Background: an optimization exercise with open tools, aiming at small area. Do not read the settings as production practice.
In this exercise RTL edits were held to simulation tests only and were not proved equivalent to the original.
Power is estimated from default activity; no workload was simulated.

## config.mk

```make
export PLATFORM = sky130hd
export DESIGN_NAME = Main
export DESIGN_NICKNAME = Main
export VERILOG_FILES = /design/flow/design.v
export SDC_FILE = /design/flow/constraint.sdc
export NUM_CORES = 4
export LEC_CHECK = 0
export CAP_MARGIN = 20
export CORE_MARGIN = 2
export CORE_UTILIZATION = 40
export SLEW_MARGIN = 20
```

## constraint.sdc

```tcl
create_clock -name core_clock -period 5.5 [get_ports {clk}]
set_input_delay 1.1000 -clock core_clock [delete_from_list [all_inputs] [get_ports {clk}]]
set_output_delay 1.1000 -clock core_clock [all_outputs]
set_load 0.01 [all_outputs]
```

## design.v

```verilog
`timescale 1ns / 1ps
module bcd_decode(
    input [3:0] bcd,
    output reg [6:0] seg
    );
	always @(bcd) begin
		case (bcd)
			4'd0: seg <= 7'b0111111;
			4'd1: seg <= 7'b0000110;
			4'd2: seg <= 7'b1011011;
			4'd3: seg <= 7'b1001111;
			4'd4: seg <= 7'b1100110;
			4'd5: seg <= 7'b1101101;
			4'd6: seg <= 7'b1111101;
			4'd7: seg <= 7'b0000111;
			4'd8: seg <= 7'b1111111;
			4'd9: seg <= 7'b1101111;
			4'd10: seg <= 7'b1110111;
			4'd11: seg <= 7'b1111100;
			4'd12: seg <= 7'b0111001;
			4'd13: seg <= 7'b1011110;
			4'd14: seg <= 7'b1111001;
			4'd15: seg <= 7'b1110001;
		endcase
	end
endmodule
`timescale 1ns / 1ps
module DataMemory(
    input clk,
    input [7:0] address,
    input [7:0] writeData,
	 input reset,
	 input write,
    output [7:0] readData
    );
	 reg[7:0] memory [31:0];
	 integer i;
	 always @(posedge clk or posedge reset) begin
		if(reset) begin
			for(i = 0; i < 32; i= i+1) begin
				if(i > 16 && i < 32)
					memory[i] <= (i%16) * -1;
				else
					memory[i] <= i%16;
			end
		end
		else if(write)begin
		   memory[address[4:0]] <= writeData;
		end
	 end
	 assign readData = memory[address[4:0]];
endmodule
`timescale 1ns / 1ps
module Main(
   input [7:0] instruction,
	input clk,
	input reset,
	output[7:0] pcc,
	output[6:0] out1,
	output[6:0] out2,
	output[6:0] out3,
	output[6:0] out4,
	output[6:0] out5
   );
	reg[7:0]regi [3:0]; 
	reg[7:0] pc;  
	assign pcc = pc;
	wire[1:0] command; 
	wire[1:0] rs;
	wire[1:0] rt;
	wire[1:0] rd;
	wire[7:0] temprd;
	assign command = instruction[7:6];  
	assign rs = instruction[5:4];
	assign rt = instruction[3:2];
	assign rd = instruction[1:0];
	assign temprd = (instruction[1] == 0) ? instruction[1:0] : (instruction[1:0] - 4);
	wire[7:0] mem; 
	wire[7:0] a;  
	wire[7:0] b;  
	wire check;
	assign a = regi[rs] + temprd;
	assign b = regi[rt];
	wire[6:0] m1out;
	wire[6:0] m2out;
	wire[6:0] m4out;
	wire[6:0] m5out;
	reg [7:0] regstor;
	wire [6:0] outreg1 = 7'b1010000;
	wire [6:0] outreg2 = 7'b0011100;
	wire [6:0] outreg3 = 7'b1111100;
	wire [6:0] outreg4 = 7'b0010000;
	wire [6:0] outreg5 = 7'b1101101;
	assign out1 = (reset == 1) ? outreg1 : m1out;
	assign out2 = (reset == 1) ? outreg2 : m2out;
	assign out3 = (reset == 1) ? outreg3 : 7'b0000000;
	assign out4 = (reset == 1) ? outreg4 : m4out;
	assign out5 = (reset == 1) ? outreg5 : m5out;
	wire[3:0] m1;
	wire[3:0] m2;
	wire[3:0] m4;
	wire[3:0] m5;
	wire[7:0] printpc;
	assign printpc = pc;
	assign m1 = regstor[7:4];
	assign m2 = regstor[3:0];
	assign m4 = printpc[7:4];
	assign m5 = printpc[3:0];
	assign check = (command == 1) ? 0 :
						(command == 2) ? 1 : 0;
	DataMemory d(.clk(clk), .reset(reset), .address(a), .writeData(b), .write(check), .readData(mem));
	bcd_decode d5(.bcd(m5), .seg(m5out));
	bcd_decode d4(.bcd(m4), .seg(m4out));
	bcd_decode d2(.bcd(m2), .seg(m2out));
	bcd_decode d1(.bcd(m1), .seg(m1out));
	always@(posedge clk or posedge reset) begin
		if(reset) begin
			pc <= 0;
			regi[0] <= 0;
			regi[1] <= 0;
			regi[2] <= 0;
			regi[3] <= 0;
			regstor <= 0;
		end
		else begin
			if(command == 0) begin
				regi[rd] <= regi[rs] + regi[rt];
				regstor <= regi[rs] + regi[rt];
			end
			if(command == 1) begin
				regi[rt] <= mem[7:0];
				regstor <= mem[7:0];
			end
			if(command != 3) begin
				pc <= pc + 1;
			end
			else begin
				pc <= pc + 1 + temprd;
			end
		end
	end
endmodule
```

## run.sh

```bash
#!/bin/bash
# synth_recipe.tcl (not shown) runs the flow's synth.tcl, then flattens the netlist and writes it again
# the make line also repeats each setting of config.mk as NAME=value (left out here)
make -C /OpenROAD-flow-scripts/flow DESIGN_CONFIG=/design/flow/config.mk WORK_HOME=/design/flow/orfs CLKGATE_MAP_FILE= SYNTH_SCRIPT=/design/flow/synth_recipe.tcl finish
```

==> qor.yml <==
status:
  outcome: "no timing/DRC/antenna violations"
logic_synthesis:
  synth_top_family_by_area: "compound AO/OA/AOI/OAI gates"
  synth_cell_types: 86
  yosysMostFrequentCell: "nand2_1"
  synth-simple-area-share_pct: 12.0
  yosysWarnings: 5
  netlist_instances: 1607
  synth_area_um2: 16500
  yosysSeqAreaShare_pct: 47.0
  synth_top_area_cell: "dfrtp_1"
  ys.flop_type: "dfrtp_1"
  synth_compound_area_share_pct: 16.2
  async_flop_share_pct: 100
  synth_area_leaders: "dfrtp_1, dfstp_2, mux2_2"
  synth.cells.most_frequent: "nand2_1, dfrtp_1, o21ai_0"
  synth_top_area_share_pct: 27.3
  synth_xor_area_share_pct: 1.49
  syn_area_per_cell_um2: 10.3
  synth-seq-cells: 304
  synth.mux.area_fraction_pct: 15.8
  synth_edf_count: 0
  synthAdderAreaFrac_pct: 3.39
floorplanning:
  rows: 74
  ioPinCount: 53
  initial_core_util_pct: 40.5
  die_x_um: 207
  coreArea_um2: 40800
  die_h_um: 207
  fp.dieArea_um2: 43000
sta:
  fin_setup_tns_ps: 0
  finalSetupViolations: 0
  min_period_over_period_pct: 93.1
  tightest_slew_ps: 910
  final.min_clock_period_ps: 5120
  slew_viol_final: 0
  fmax_mhz: 195
  hold_viol_final: 0
  rsz0062_at_grt: "no"
  fin_skew_ps: 21.2
  slew_headroom_pct: 39.3
  fin_hold_ws_ps: 473
clocking:
  cts_made_buffers: 37
  clk_pin_slew_ps: 50
  ctsHoldBuffers: 0
  cts_tree: "done"
  cts_buffer_depth: 3
  root_buffer: "clkbuf_16"
  clock_sinks: 304
  clk_latency_ps: 520
  post_cts_buffers: 0
  cts.repair.resized: 0
  cts.htree.levels: 2
grt:
  grt_pass1_wl_um: 81100
  grt_pass1_vias: 13324
  grt_max_degree: 163
  track_usage_pct: 24.1
  antenna_found_initial: 1
  gr-total-overflow: 0
finish:
  fin_nets: 1750
  drive_above_1_share_pct: 29.4
  post-route-util_pct: 47.6
  n_antenna_cell: 0
  fin_area_um2: 19400
  fill_cells: 3754
  final_cells: 2257
  area_delta_synth_final_pct: 17.5
detailed_routing:
  drc: 0
  wire_per_inst_um: 23.0
  drt_pass1_iterations: 5
  via_count: 13223
  ant_nets: 0
  viasPerCell: 5.86
  wl_um: 52000
  drtIter0Drc: 1139
pwr:
  p_leak_nw: 8.26
  ir_worst_vdd_uv: 351
  power.density_nw_per_um2: 688
placed_design:
  gp_congestion: 0.943
  dp_hpwl_um: 36700
  dpl-instance-area_um2: 18200
  io_buffers: 50
  dp.cells: 2190
critical_path:
  cp_slowest_stage_delay_ps: 760
  crit_slowest_cell: "fa_2"
  worstPathRequired_ps: 5890
  critPathMostFrequentCell: "buf_4"
  critPathCaptureType: "flip-flop"
  crit_buf_inv: 4
  critPathArrivalTime_ps: 5510
  crit_type: "input pin to flip-flop"
  path_delay_family: "compound AO/OA/AOI/OAI gates"
  crit_chain: "clkdlybuf4s50_1, mux4_2, ha_2, inv_1, fa_2, nor2_1, buf_4, a22o_1, a2111oi_0, a31o_2, a32oi_1, a211oi_1, buf_4, a2bb2oi_1, a21oi_1"
  cp-start-kind: "input pin"
  cp_max_fo: 10
min_path:
  hp-class: "flip-flop to flip-flop"
job:
  cap_viol_max_count: 0
[layout by cell type (no fill, tap or decap), types with 7 or more instances in the layout]
cell type / count
o211ai_1: 11
a221oi_1: 12
nand4_1: 9
a22oi_1: 35
a22o_1: 10
a222oi_1: 10
nor3_1: 17
dfrtp_1: 180
inv_1: 37
nand3_1: 44
mux4_2: 14
o21ai_0: 173
nand2_1: 233
nand2b_1: 11
nor2_2: 12
nor3_2: 8
ha_1: 39
clkbuf_1: 13
and3_1: 15
a32oi_1: 8
buf_12: 8
mux2_2: 155
dfstp_2: 124
nor2b_1: 7
a21oi_1: 46
mux2i_1: 55
a21o_1: 7
o21ai_1: 11
clkdlybuf4s50_1: 50
buf_4: 110
xnor2_1: 15
nor2_1: 58
a211oi_1: 21
clkbuf_16: 38
a31oi_1: 8
[area by class of cell]
cell class	count	area [um2]	share of cell area [%]
timing repair buffer	169	1500	7.71
clock inverter	10	139	0.715
sequential	304	7760	40.0
inverter	39	154	0.792
clock buffer	57	1080	5.57
tap	532	666	3.43
multi-input combinational	1146	8120	41.8
[logic make-up after synthesis]
kind of cell,count (synthesis)
mux,224
compound gates,414
other cells,1
simple gates,439
flops,304
fa+ha+maj,43
buf+inv,158
xor+xnor,24
[stage by stage]
| stage | setup WS, ps | power (mW) |
|---|---|---|
| floorplan | 226 | 7.88 |
| global placement | -37.3 | 10.7 |
| detailed placement | 16.5 | 10.8 |
| CTS | 479 | 13.3 |
| global route | 260 | 14.1 |
| finish | 378 | 13.4 |
[report_power, final]
| part | switching (mW) | internal (mW) | total (mW) |
|---|---|---|---|
| Sequential | 0.636 | 3.24 | 3.88 |
| Clock | 0.942 | 1.50 | 2.44 |
| Combinational | 4.26 | 2.80 | 7.05 |
[path summary, 6_finish.rpt]
kind | startpoint | endpoint | slack [ps] | depth (start not counted)
hold reg to reg | d.memory[16][3] | d.memory[16][3] | 470 | 2
max in group asynchronous | reset | d.memory[7][6] | 2230 | 4
setup / recovery | instruction[4] | regstor[7] | 380 | 15
setup reg to reg | regi[3][0] | regi[1][7] | 1140 | 14
hold / removal | d.memory[16][3] | d.memory[16][3] | 470 | 2
min in group asynchronous | reset | pc[6] | 1430 | 2
[state kept, by name, indices dropped and copies added (netlist names)]
register	flops
d.memory	256
pc	8
regi	32
regstor	8
[worst register-to-register path, cell delays in order (launching register included)]
cell       delay (ps)
dfrtp_1           390
mux4_2            530
ha_2              210
inv_1              80
fa_2              580
nor2b_1           530
and2_1            230
buf_4             290
o2bb2ai_1         260
a22oi_1           160
a32oi_1           340
a211oi_1          130
buf_4             150
o21bai_2          210
o22ai_1           190
[per-layer routing]
| layer | vias up | wire length [um] | global-route usage [%] |
|---|---|---|---|
| met1 | 6542 | 22000 | 32.6 |
| met2 | 564 | 23700 | 38.1 |
| met4 | 0 | 2300 | 10.3 |
| met3 | 131 | 3930 | 4.43 |
| met5 | - | 0 | 0.222 |
| li1 | 5986 | - | - |

## separate check: timing with driven ports
Ports are ideal in the flow. The routed layout listed here was re-timed in OpenROAD.
Step 1 sets driving cells, clkbuf_16 on the clock port and buf_2 on the other inputs (assumed; they add their load-dependent delay and slew).
Step 2 times the ports against the registers' clock, not the clock port: input delays grow and output delays shrink by t, the midpoint of the rising clock arrivals with the driver on.
Slacks: ideal / step 1 / step 2; pairs: ideal / step 1.
t, ns: 0.566
slack for setup (ns): 0.378 / 0.389 / -0.177
latest minus earliest clock arrival (ns): 0.022 / 0.022
With both steps, setup timing fails in this run, where it was met with ideal ports. The setup slack of this run moves by +0.011 ns with the drivers and by -0.555 ns with both steps.
